This is an optimization exercise on Yosys and OpenROAD, whose aim is small area, a short achievable clock period and few clock cycles per item, not a production implementation.
No activity file was given, so power comes from the tool's default toggle rates.

run 1:
Design alu, start of the top module:
module alu(
        input clk,
        input rst,
        input [2:0] operation,
        input [15:0] srcA_i,
        input [15:0] srcB_i,
        input [15:0] sortNum0_i,
        input [15:0] sortNum1_i,
        input [15:0] sortNum2_i,
        input [15:0] sortNum3_i,
        input [15:0] sortNum4_i,
        input [15:0] sortNum5_i,
        input [15:0] sortNum6_i,
        input [15:0] sortNum7_i,
        input [15:0] sortNum8_i,
        output [15:0] data_o,
        output [15:0] sortNum0_o,
        output [15:0] sortNum1_o,
        output [15:0] sortNum2_o,
        output [15:0] sortNum3_o,
        output [15:0] sortNum4_o,
        output [15:0] sortNum5_o,
        output [15:0] sortNum6_o,
        output [15:0] sortNum7_o,
        output [15:0] sortNum8_o,
        output reg        done
);
localparam [2:0] OP_ADD  = 3'd0;
localparam [2:0] OP_SUB  = 3'd1;
localparam [2:0] OP_MUL  = 3'd2;
localparam [2:0] OP_DIV  = 3'd3;
localparam [2:0] OP_SORT = 3'd4;
wire [15:0] a = srcA_i;
wire [15:0] b = srcB_i;
reg  [3:0]  cnt;
reg  [15:0] H, L, D;
reg  [16:0] E;          
reg         prev;       
reg  [8:0]  cmp;        
reg  [15:0] R;          
reg         fmax, fmin;
reg  [15:0] S [0:8];
assign data_o = {(R[15] & ~fmax) | fmin, (R[14:0] | {15{fmax}}) & ~{15{fmin}}};
assign sortNum0_o = S[0];
assign sortNum1_o = S[1];
assign sortNum2_o = S[2];
assign sortNum3_o = S[3];
assign sortNum4_o = S[4];
assign sortNum5_o = S[5];
assign sortNum6_o = S[6];
assign sortNum7_o = S[7];
assign sortNum8_o = S[8];
wire first = (cnt == 4'd0);
function gt17;
        input [16:0] x;
        input [16:0] y;
        reg   [16:0] g, p;
  ...
Settings: LEC_CHECK=0, CAP_MARGIN=20, CELL_PAD_IN_SITES_DETAIL_PLACEMENT=1, CELL_PAD_IN_SITES_GLOBAL_PLACEMENT=2, CORE_MARGIN=2, CORE_UTILIZATION=35, GPL_ROUTABILITY_DRIVEN=0, PLACE_DENSITY=0.6, SETUP_SLACK_MARGIN=1.2, SLEW_MARGIN=20; clock period 5.0 ns.
standard.sh (not shown) runs the stock make flow with config.mk's settings and CLKGATE_MAP_FILE= SYNTH_SCRIPT=/design/flow/synth_recipe.tcl, a recipe that flattens the netlist after the stock synthesis.
==> flow/flow/run.sh <==
#!/bin/bash
# The standard layout, except that the port buffers are buf_1 cells
# (buffer_ports would otherwise pick its lowest-drive buffer, a delay cell).
export BUFFER_PORTS_ARGS="-buffer_cell sky130_fd_sc_hd__buf_1"
bash standard.sh > standard.log 2>&1
Input-level comparison between run 2 and run 1:
--- a/flow/design.v
+++ b/flow/design.v
@@ -104,24 +104,24 @@
 reg  [15:0] m0_h;                             
 reg         m0_o1, m0_o2;                     
 always @* begin
         case (b[1:0])
                 2'b00: begin m0_h = 16'd0; m0_o1 = 1'b0; m0_o2 = 1'b0; end
                 2'b01: begin m0_h = {m0_h2[15], m0_h2[15:1]}; m0_o1 = a[0]; m0_o2 = m0_h2[0]; end
                 2'b10: begin m0_h = {na[15], na[15:1]}; m0_o1 = 1'b0; m0_o2 = a[0]; end
                 default: begin m0_h = {na[15], na[15], na[15:2]}; m0_o1 = a[0]; m0_o2 = na[1]; end
         endcase
 end
-reg  [15:0] y1, y2;                                    
+reg         e1p, e1n, e2p, e2n;                        
 wire [2:0]  bq  = first ? b[3:1] : L[3:1];             
-wire        n1p = ~bq[1] & bq[0], n1n = bq[1] & ~bq[0];
-wire        n2p = ~bq[2] & bq[1], n2n = bq[2] & ~bq[1];
+wire [15:0] y1  = ({16{e1p}} & D) | ({16{e1n}} & E[15:0]);
+wire [15:0] y2  = ({16{e2p}} & D) | ({16{e2n}} & E[15:0]);
 wire        mt0 = H[0] & y1[0];                        
 wire        mo1 = H[0] ^ y1[0];                        
 wire [15:0] ua  = {1'b0, H[15:1]};
 wire [15:0] ub  = {1'b0, y1[15:1]};
 wire        uc  = {ua[13:0], mt0} > {~ub[13:0], 1'b0};   
 wire        mf  = (ua[14] | ub[14] | uc) & ~(ua[14] & ub[14] & uc);   
 wire [15:0] cs_s = ua ^ ub ^ y2;
 wire [15:0] cs_c = (ua & ub) | (ua & y2) | (ub & y2);
 wire        rnd  = (L[11] & ^L[10:2]) | (L[12] & L[11] & ~^L[10:2]);
 wire [4:0]  ql   = {mo1, L[15:12]} + {4'd0, rnd};
@@ -215,35 +215,37 @@
                 sidx <= 8'd1;
                 done <= 1'b0;
         end else begin
                 cnt  <= last ? 4'd0 : cnt + 4'd1;
                 sidx <= last ? 8'd1 : {sidx[6:0], sidx[7]};
                 done <= last;
         end
 end
 always @(posedge clk) begin
         cmp <= cmp_n;
-        E   <= bm3;
-        y1  <= ({16{n1p}} & a) | ({16{n1n}} & na);
-        y2  <= ({16{n2p}} & a) | ({16{n2n}} & na);
+        E   <= (operation == OP_MUL) ? {1'b0, na} : bm3;
+        e1p <= ~bq[1] & bq[0];
+        e1n <= bq[1] & ~bq[0];
+        e2p <= ~bq[2] & bq[1];
+        e2n <= bq[2] & ~bq[1];
         case (operation)
         OP_MUL: begin
                 if (first) begin
                         H    <= m0_h;
                         L    <= {m0_o2, m0_o1, b[15:2]};
                         prev <= b[1];
                 end else begin
                         H    <= {s2[15], s2[15:1]};
                         L    <= {s2[0], mo1, L[15:2]};
                         prev <= L[1];
                 end
-                D    <= bm;
+                D    <= a;
                 R    <= mq;
                 fmax <= ~sgn & mq[15];
                 fmin <= sgn & ~mq[15];
         end
         OP_DIV: begin
                 if (first) begin
                         H <= {13'd0, dv_t2, am[13]};
                         L <= {am[12:0], 1'b0, dv_g1, dv_g2};
                 end else begin
                         H <= {rr, L[14]};
@@ -261,21 +263,21 @@
                 prev <= L[1];
                 D    <= sel;
                 R    <= as_r;
                 fmax <= as_ov;
                 fmin <= as_un;
         end
         default: begin
                 H    <= {s2[15], s2[15:1]};
                 L    <= {s2[0], mo1, L[15:2]};
                 prev <= L[1];
-                D    <= bm;
+                D    <= a;
                 R    <= as_r;
                 fmax <= as_ov;
                 fmin <= as_un;
         end
         endcase
 end
 wire [15:0] sdat = first ? sortNum8_i : D;
 integer p;
 always @(posedge clk)
         if (operation == OP_SORT)
==> run summary <==
Run 1 finished all stages; the layout is clean.
Run 2 ended with every stage complete and zero timing, DRC or antenna violations.
Run 2 against run 1: register share of total power went down, critical path depth went down.
Run 2 vs. run 1: fmax shrank by 19 MHz; switching power total down about 1.2%; post-synthesis cell count now sits lower.
Run 2 ends up with a design area that is about 1.6% lower than in run 1.
Against run 1, run 2 comes in 18% lower on power attributed to the clock group.
Relative to run 1, run 2 improves aggregate routed wire length.
The lower utilization of run 1 and run 2 is in run 1.
In run 2 the post-cts gate resize count turned out 37 higher than in run 1.
Relative to run 1, the ratio of final minimum period to clock period of run 2 is higher by 5.6 points.
No functional check of the RTL was part of any run of this note.

-- afterwards: timing with drivers on the ports --
In the flow no input, the clock included, has a driving cell. The finished layouts below were timed again as built, in two steps.
Step 1: set_driving_cell puts a clkbuf_16 on clk and a buf_2 on each other input, an assumption about the parent block.
Step 2 moves the port delays by t, midway between the first and last clock arrival at a register: inputs arrive t later, outputs are due t later. That takes back most of the time a late clock gives input paths.
a / b / c = no drivers / after step 1 / after step 2; a / b = the first two.
run | t (ns) | setup WS [ns] | hold slack, ns | clock arrival spread, ns | cell pins on the clock port's net
run 1 | 0.613 | 1.247 / 1.247 / 0.743 | 0.434 / 0.393 / 0.559 | 0.023 / 0.022 | 1
run 2 | 0.651 | 0.967 / 0.967 / 0.341 | 0.462 / 0.420 / 0.516 | 0.024 / 0.024 | 1
After both steps setup and hold are still met in every run listed. The setup slack of run 2, which loses most, moves by 0.000 ns with the drivers and by -0.626 ns with both steps.
